Context: an optimization exercise on an open-source flow, tuned for small area. The choices shown serve that exercise and are no tape-out recipe.
At most, simulation tests tie the RTL to the original design; equivalence was not proved.
The clock port is modelled as an ideal driver; clocking choices that lean on that would not hold on a real chip.
Power and IR drop assume default switching activity.

Setup of lane 1:
==> flow/design.v <==
module top(
    input clk,
    input rst,
    input spi_miso,
    output uart_tx,
    output spi_clk,
    output spi_cs,
    output spi_mosi,
    output led_green,
    output led_blue
);
    reg [5:0] p;     
    reg [2:0] s;     
    reg [4:0] u;     
    wire pt   = (p == 6'd49);
    wire rise = pt & (s == 3'd3);               
    wire tick = (p == 6'd24) & (u == 5'd12);    
    wire oclk = s[2];                           
    always @(posedge clk) begin
        if (rst) begin
            p <= 6'd0;
            s <= 3'd0;
            u <= 5'd0;
        end else begin
            p <= pt ? 6'd0 : p + 6'd1;
            if (pt) begin
                s <= s + 3'd1;
                u <= (u == 5'd24) ? 5'd0 : u + 5'd1;
            end
        end
    end
    localparam PRE = 3'd0, GAP = 3'd1, UART = 3'd2,
               INIT1 = 3'd4, INIT2 = 3'd5, READ1 = 3'd6, READ2 = 3'd7;
    reg [2:0] sg;
    reg [4:0] j;
    reg       r1;    
    reg [3:0] b;     
    wire frame_end = tick & (b == 4'd9);
    always @(posedge clk) begin
        if (rst) begin
            sg <= PRE;
            j <= 5'd0;
        end else if (sg == UART) begin
            if (frame_end) begin
                if (j == 5'd2) begin sg <= PRE; j <= 5'd1; end
                else j <= j + 5'd1;
            end
        end else if (rise) begin
            j <= j + 5'd1;
            case (sg)
                PRE:   if (j == 5'd1) begin sg <= INIT1; j <= 5'd0; end
                INIT1: if (j == (r1 ? 5'd18 : 5'd28)) begin sg <= INIT2; j <= 5'd0; end
                INIT2: if (j == 5'd31) begin sg <= GAP; j <= 5'd0; end
                GAP:   if (j == 5'd6) begin sg <= READ1; j <= 5'd0; end
                READ1: if (j == 5'd18) begin sg <= READ2; j <= 5'd0; end
                READ2: if (j == 5'd17) begin sg <= UART; j <= 5'd0; end
                default: ;
            endcase
        end
    end
    always @(posedge clk) begin
        if (rst)
            r1 <= 1'b1;
        else if (frame_end && sg == UART && j == 5'd0)
            r1 <= 1'b0;
    end
    wire clr = (sg == PRE) && (j == 5'd0);      
    function [15:0] frame(input [1:0] t);
        case (t)
            2'd0: frame = 16'h3101;
            2'd1: frame = 16'h2D08;
            2'd2: frame = 16'hB200;
            default: frame = 16'hB300;
        endcase
    endfunction
    wire [1:0] tr = sg[1:0];
    wire       intr = sg[2];
    reg mosi;
    always @(posedge clk) begin
        if (rst)
            mosi <= 1'b0;
        else if (pt && s == 3'd7 && intr && j <= 5'd15)
            mosi <= frame(tr) >> (5'd15 - j);
    end
    assign spi_mosi = mosi;
    assign spi_cs   = ~(intr && j <= 5'd16);
    assign spi_clk  = ~(intr && j <= 5'd15 && !oclk);
    wire run = r1 | (sg == UART);
    always @(posedge clk) begin
        if (rst)
            b <= 4'd10;
        else if (tick) begin
            if (b == 4'd10)
                b <= run ? 4'd0 : 4'd10;
            else
                b <= b + 4'd1;
        end
    end
    reg [15:0] sum;
    wire data_bit = r1 ? 1'b0 :
                    (j == 5'd0) ? (b == 4'd3 || b == 4'd5) :
                    sum[8];
    assign uart_tx = (b == 4'd1) ? 1'b0 :
                     (b >= 4'd2 && b <= 4'd9) ? data_bit : 1'b1;
    wire urot = tick && b >= 4'd2 && b <= 4'd9 && sg == UART && j != 5'd0;
    reg  [12:0] d;       
    reg  [3:0]  r;       
    reg         pend;    
    reg         blue, green;
    wire bits = rise && j >= 5'd8 && j <= 5'd15;      
    wire rd1  = bits && sg == READ1;                  
    wire rd2  = bits && sg == READ2;                  
    wire rdq  = rd2 && j >= 5'd11;                    
    wire post = pt && sg == READ2 && j == 5'd16;      
    wire       dvb = rd2 ? spi_miso : d[12];
    wire [4:0] r5  = {r, dvb};
    wire       qb  = (r5 >= 5'd10);
    wire [4:0] rn  = qb ? r5 - 5'd10 : r5;
    reg  [7:0] c;        
    reg        xpend, act;
    wire       xact = act && (c < 8'd13);
    always @(posedge clk) begin
        if (rd1)
            d <= {d[11:0], spi_miso};
        else if (rdq || post)
            d <= {d[11:0], qb};
        else if (xact)
            d <= {d[12], d[12:1]};
    end
    always @(posedge clk) begin
        if (rd2 || post)
            r <= rn[3:0];
        else if (sg != READ2)
            r <= 4'd0;
    end
    always @(posedge clk) begin
        if (rd2 && j == 5'd8)
            pend <= spi_miso;
    end
    reg [129:0] ring;
    always @(posedge clk) begin
        ring <= {ring[128:0], xact ? d[0] : (ring[129] & ~clr)};
    end
    always @(posedge clk) begin
        if (rst) begin
            c <= 8'd0;
            xpend <= 1'b0;
            act <= 1'b0;
        end else begin
            if (act && c == 8'd15)
                c <= 8'd3;
            else if (c == 8'd129)
                c <= 8'd0;
            else
                c <= c + 8'd1;
            if (rise && sg == READ2 && j == 5'd16)
                xpend <= 1'b1;
            else if (c == 8'd129)
                xpend <= 1'b0;
            if (xpend && c == 8'd129)
                act <= 1'b1;
            else if (c == 8'd15)
                act <= 1'b0;
        end
    end
    reg  bw, cy;
    wire nb  = xact & d[0];
    wire ob  = xact & ring[129];
    wire db  = nb ^ ob ^ bw;
    wire sb  = sum[0] ^ db ^ cy;
    always @(posedge clk) begin
        if (act) begin
            bw <= (~nb & ob) | (~(nb ^ ob) & bw);
            cy <= (sum[0] & db) | (cy & (sum[0] ^ db));
        end else begin
            bw <= 1'b0;
            cy <= 1'b0;
        end
    end
    always @(posedge clk) begin
        if (act)
            sum <= {sb, sum[15:1]};
        else if (urot)
            sum <= {sum[0], sum[15:1]};
        else if (clr)
            sum <= {1'b0, sum[15:1]};
    end
    always @(posedge clk) begin
        if (rst) begin
            blue <= 1'b0;
            green <= 1'b0;
        end else if (sg == UART) begin
            blue <= pend;
            if (j == 5'd0 && p != 6'd0)
                green <= (sum >= 16'd36) && (sum <= 16'd65500);
        end
    end
    assign led_blue  = blue;
    assign led_green = green;
endmodule
clock: 30.0 ns
lec_check: 0
cap_margin: 20
core_margin: 2
core_utilization: 40
cts_cluster_diameter: 150
cts_cluster_size: 25
slew_margin: 20
run.sh (not shown) runs the stock make flow with config.mk's settings and CLKGATE_MAP_FILE= SYNTH_SCRIPT=/design/flow/synth_recipe.tcl, a recipe that flattens the netlist after the stock synthesis.
Here is what was changed in the inputs of lane 2 compared with lane 1.
# lane 1
export LEC_CHECK = 0
export CAP_MARGIN = 20
export CORE_MARGIN = 2
export CORE_UTILIZATION = 40
export CTS_CLUSTER_DIAMETER = 150
export CTS_CLUSTER_SIZE = 25
export SLEW_MARGIN = 20
create_clock -name core_clock -period 30.0 [get_ports {clk}]
# lane 2
export LEC_CHECK = 0
export CAP_MARGIN = 20
export CORE_MARGIN = 2
export CORE_UTILIZATION = 60
export CTS_CLUSTER_DIAMETER = 150
export CTS_CLUSTER_SIZE = 30
export SLEW_MARGIN = 20
create_clock -name core_clock -period 30.0 [get_ports {clk}]
### Flow results
Compared with lane 1, lane 2 improves clock period minus final worst setup slack.
Clock share of power for lane 2: 2.8 points down relative to lane 1
Relative to lane 1, the post-placement cell count of lane 2 is lower by 79.
Taking lane 1 as the reference, in lane 2 fraction of area in multi-input gates +0.64 points, via count lower, routed wire length has decreased.
No run of this note included a check of the RTL's function; only the layout flow was run.

---

Setup of build 12:
Starts from the design.v that is shown in full above.
clock: 30.0 ns
lec_check: 0
cap_margin: 20
core_margin: 2
core_utilization: 40
cts_buf_list: sky130_fd_sc_hd__clkbuf_8
slew_margin: 20
> inputs changed (build 12 -> build 72)
Settings: CTS_BUF_LIST removed (was sky130_fd_sc_hd__clkbuf_8); CTS_CLUSTER_DIAMETER newly set to 150; CTS_CLUSTER_SIZE newly set to 30.
--- outcome ---
On number of global-route vias before repair: build 72 sits below build 12. Of build 12 and build 72, build 72 shows the lower aggregate routed wire length, with build 12 above it. Post-route cell area down 4.7% in build 72 wrt build 12. Compared with build 12, in build 72 overall fraction of global-route tracks in use lost 0.76 points; sequential share of layout area higher.
> inputs changed (build 72 -> build 87)
Settings: CTS_BUF_LIST: unset -> sky130_fd_sc_hd__clkbuf_4; CTS_CLUSTER_SIZE: 30 -> unset; CTS_CLUSTER_DIAMETER: 150 -> unset.
==> notes.md <==
Changes observed in build 87 relative to build 72: post-route cell area increased 4.7%, post-route clock period utilization now sits higher. Against build 72, build 87 reports a power that is higher. Taking build 72 over build 87, the reported clock group power ratio works out to 0.68.
The inputs of build 11 differ from those of build 87 as listed below.
Settings: CTS_CLUSTER_DIAMETER now 100, previously not set; CTS_BUF_LIST no longer set, was sky130_fd_sc_hd__clkbuf_4; CTS_CLUSTER_SIZE now 20, previously not set.
Notes after the runs:
Worst slew margin relative to its limit: build 11 worse than build 87. Compared to build 87, build 11 reaches a higher achievable clock. Changes observed in build 11 relative to build 87: final standard cell area without fillers decreased 2.9%; design internal power went down by 5.2%; final critical-path share of the clock period dropped 0.53 points; global-route track usage on met3 now smaller; multiplexer fraction of the synthesized cell area was more or less identical. Build 87 leaves less setup margin than build 11. Build 11 — power about 8% lower, build 87 as reference. For the hold slack, build 11 came in 0.0099 ns higher than build 87 did.
--- input diff build 11..build 13 ---
Settings: clearing CTS_CLUSTER_SIZE, which used to be 20; clearing CTS_CLUSTER_DIAMETER, which used to be 100.
Results
- For build 11 and build 13, there was not a single run that failed to finish clean.
- Delta (build 13 minus build 11): max-slew headroom at the worst pin grew by 0.57 points, wire length grew by 210 µm, maximum frequency held steady, sequential logic power held steady.
No run of this note included a check of the RTL's function; only the layout flow was run.

---

Another version of the RTL of top (not shown whole).
For scale: roughly 210 flip-flops, about 9 I/O pins.
Design top, start of the top module:
module top(
    input clk,
    input rst,
    input spi_miso,
    output uart_tx,
    output spi_clk,
    output spi_cs,
    output spi_mosi,
    output led_green,
    output led_blue
);
    reg [5:0] p;     
    reg [2:0] s;     
    reg [4:0] u;     
    localparam [5:0] P24 = 6'd48, P49 = 6'd9;    
    localparam [4:0] U12 = 5'd5,  U24 = 5'd20;   
    wire pt   = (p == P49);
    wire rise = pt & (s == 3'd3);               
    wire tick = (p == P24) & (u == U12);        
    wire oclk = s[2];                           
    always @(posedge clk) begin
        if (rst || pt)
            p <= 6'd0;
        else
            p <= {p[4:0], ~(p[5] ^ p[4])};
    end
    always @(posedge clk) begin
        if (rst) begin
            s <= 3'd0;
            u <= 5'd0;
        end else if (pt) begin
            s <= s + 3'd1;
            u <= (u == U24) ? 5'd0 : {u[3:0], ~(u[4] ^ u[2])};
        end
    end
    localparam PRE = 3'b000, INIT1 = 3'b100, INIT2 = 3'b101, GAP = 3'b001,
               READ1 = 3'b110, READ2 = 3'b111, UART = 3'b010;
    reg [2:0] sg;
    reg [4:0] j;
    reg       r1;    
    reg [3:0] b;     
    wire intr      = sg[2];                      
    wire uart      = (sg == UART);
    wire frame_end = tick & (b == 4'd15);
    wire jump      = rise && intr && j == 5'd17;
    wire advance   = (rise && j == 5'd31) ||
                     (jump && sg[0]) ||
                     (uart && frame_end && j == 5'd30);
    always @(posedge clk) begin
        if (rst) begin
            sg <= PRE;
            j <= 5'd30;
        end else begin
            if (jump) begin
  ...
Settings: LEC_CHECK=0, CAP_MARGIN=20, CORE_MARGIN=2, CORE_UTILIZATION=75, SLEW_MARGIN=20; clock period 30.0 ns.
standard.sh (not shown) runs the stock make flow with config.mk's settings and CLKGATE_MAP_FILE= SYNTH_SCRIPT=/design/flow/synth_recipe.tcl, a recipe that flattens the netlist after the stock synthesis.
==> flow/flow/run.sh <==
#!/bin/bash
# Layout flow: the standard ORFS flow (standard synthesis unchanged) with
#  - clock tree synthesis without dummy loads and with larger sink clusters,
#  - the smallest buffer on the ports,
#  - cells on paths with slack downsized after clock tree synthesis.
# Each tool's output goes to the ORFS logs under orfs/logs; make's own output
# goes to flow_make.log in the work folder.
set -euo pipefail
here=$(cd "$(dirname "$0")" && pwd)
export CTS_ARGS="-sink_clustering_enable -repair_clock_nets -dont_use_dummy_load -sink_clustering_size 30 -sink_clustering_max_diameter 60"
export BUFFER_PORTS_ARGS="-buffer_cell sky130_fd_sc_hd__buf_1"
export POST_CTS_TCL="$here/post_cts.tcl"
bash standard.sh finish > flow_make.log 2>&1
==> flow/flow/post_cts.tcl <==
# Downsize cells wherever the timing slack allows, then legalize again.
estimate_parasitics -placement
repair_timing -recover_power 100
detailed_placement
check_placement -verbose
The starting point ran to the end with no violations.
Edit:
==> flow/flow/run.sh (replaced) <==
#!/bin/bash
# Layout flow: the standard ORFS flow with these changes:
#  - synthesis maps the logic for area (flow/synth.tcl); registers unchanged,
#  - clock tree synthesis without dummy loads and with larger sink clusters,
#  - the smallest buffer on the ports,
#  - cells on paths with slack downsized after clock tree synthesis.
# Each tool's output goes to the ORFS logs under orfs/logs; make's own output
# goes to synth_make.log and flow_make.log in the work folder.
set -euo pipefail
work=$(pwd)
here=$(cd "$(dirname "$0")" && pwd)
export CTS_ARGS="-sink_clustering_enable -repair_clock_nets -dont_use_dummy_load -sink_clustering_size 28 -sink_clustering_max_diameter 150"
export BUFFER_PORTS_ARGS="-buffer_cell sky130_fd_sc_hd__buf_1"
export POST_CTS_TCL="$here/post_cts.tcl"
make -C "$FLOW_HOME" DESIGN_CONFIG="$work/config.mk" WORK_HOME="$work/orfs" \
  CLKGATE_MAP_FILE= SYNTH_SCRIPT="$here/synth.tcl" synth > synth_make.log 2>&1
bash standard.sh finish > flow_make.log 2>&1
==> flow/flow/synth.tcl (new file) <==
# The standard synthesis (synth_recipe.tcl), with one change: the logic is
# mapped by ABC with an area-oriented script, and adders are left to ABC
# instead of being mapped to adder cells first.  Registers are untouched.
proc synth {args} { yosys synth -nofsm -noshare {*}$args }
proc abc {args} {
  set out {}
  set skip 0
  foreach a $args {
    if {$skip} { set skip 0; continue }
    if {[lsearch {-script -D -constr} $a] >= 0} { set skip 1; continue }
    lappend out $a
  }
  yosys abc {*}$out -script "+strash;dc2;dch,-f;map,-a;mfs2;strash;dch,-f;map,-a"
}
set ::env(ADDER_MAP_FILE) ""
source $::env(SCRIPTS_DIR)/synth.tcl
# left out here: clear keep_hierarchy, flatten, clean up, hide names made inside functions, write 1_2_yosys.v
--- a/flow/config.mk
+++ b/flow/config.mk
@@ -9,3 +9,3 @@
 export CORE_MARGIN = 2
-export CORE_UTILIZATION = 75
+export CORE_UTILIZATION = 70
 export SLEW_MARGIN = 20
What happened: Sequential cell count is unchanged. Via count came out lower by a few percent. Synthesized area came out lower by roughly a tenth. First-iteration DRC count is unchanged. Total power came out lower by a few percent. Sequential share of layout area came out higher by 5.2 points.
Edit:
==> flow/flow/run.sh (replaced) <==
#!/bin/bash
# Layout flow: the standard ORFS flow (standard synthesis unchanged) with
#  - clock tree synthesis without dummy loads and with larger sink clusters,
#  - the smallest buffer on the ports,
#  - cells on paths with slack downsized after clock tree synthesis.
# Each tool's output goes to the ORFS logs under orfs/logs; make's own output
# goes to flow_make.log in the work folder.
set -euo pipefail
here=$(cd "$(dirname "$0")" && pwd)
export CTS_ARGS="-sink_clustering_enable -repair_clock_nets -dont_use_dummy_load -sink_clustering_size 30 -sink_clustering_max_diameter 100"
export BUFFER_PORTS_ARGS="-buffer_cell sky130_fd_sc_hd__buf_1"
export POST_CTS_TCL="$here/post_cts.tcl"
bash standard.sh finish > flow_make.log 2>&1
--- a/flow/config.mk
+++ b/flow/config.mk
@@ -9,3 +9,3 @@
 export CORE_MARGIN = 2
-export CORE_UTILIZATION = 70
+export CORE_UTILIZATION = 85
 export SLEW_MARGIN = 20
removed: flow/flow/synth.tcl
Effect:
- With this change the flow aborted during detailed placement on DPL-0033
- synthesized cell count falls by a few percent
- synthesized area climbs by roughly a tenth
Edit:
--- a/flow/flow/run.sh
+++ b/flow/flow/run.sh
@@ -9,3 +9,3 @@
 here=$(cd "$(dirname "$0")" && pwd)
-export CTS_ARGS="-sink_clustering_enable -repair_clock_nets -dont_use_dummy_load -sink_clustering_size 30 -sink_clustering_max_diameter 100"
+export CTS_ARGS="-sink_clustering_enable -repair_clock_nets -dont_use_dummy_load -sink_clustering_size 34 -sink_clustering_max_diameter 60"
 export BUFFER_PORTS_ARGS="-buffer_cell sky130_fd_sc_hd__buf_1"
--- a/flow/config.mk
+++ b/flow/config.mk
@@ -9,3 +9,3 @@
 export CORE_MARGIN = 2
-export CORE_UTILIZATION = 85
+export CORE_UTILIZATION = 70
 export SLEW_MARGIN = 20
Effect: The new run passed the timing, design-rule and antenna checks. Synthesized cell count is unchanged. Synthesized area is unchanged.

## static timing again, ports no longer ideal
The results above use ideal ports. As a check the final layouts listed here were re-extracted and re-timed, cells and wires unchanged. Step 1 sets driving cells, clkbuf_16 on the clock port and buf_2 on the other inputs (assumed; they add their load-dependent delay and slew). Step 2 moves the port delays by t, midway between the first and last clock arrival at a register: inputs arrive t later, outputs are due t later. That takes back most of the time a late clock gives input paths. Slacks: no drivers / after step 1 / after step 2; pairs: no drivers / after step 1.
run | t (ns) | setup slack, ns | latest minus earliest clock arrival (ns) | worst slew at a driven data input, ns | pins driven straight from the clock port
lane 1 | 0.486 | 21.014 / 20.975 / 21.462 | 0.026 / 0.027 | 0.03 | 1
lane 2 | 0.510 | 21.026 / 20.994 / 21.504 | 0.017 / 0.017 | 0.03 | 1
build 12 | 0.566 | 20.950 / 20.914 / 21.480 | 0.029 / 0.029 | 0.03 | 1
build 72 | 0.494 | 21.011 / 20.975 / 21.469 | 0.014 / 0.014 | 0.03 | 1
build 87 | 0.651 | 20.875 / 20.840 / 21.491 | 0.033 / 0.033 | 0.03 | 1
build 11 | 0.484 | 21.033 / 20.994 / 21.478 | 0.019 / 0.018 | 0.03 | 1
build 13 | 0.508 | 21.022 / 20.983 / 21.491 | 0.011 / 0.012 | 0.03 | 1
the first run of note 3 | 0.495 | 21.823 / 21.789 / 22.147 | 0.063 / 0.063 | 0.03 | 1
the second run of note 3 | 0.478 | 21.766 / 21.735 / 22.207 | 0.052 / 0.052 | 0.04 | 1
the fourth run of note 3 | 0.504 | 21.822 / 21.786 / 22.289 | 0.115 / 0.115 | 0.03 | 1
After both steps setup and hold are still met in every run listed.
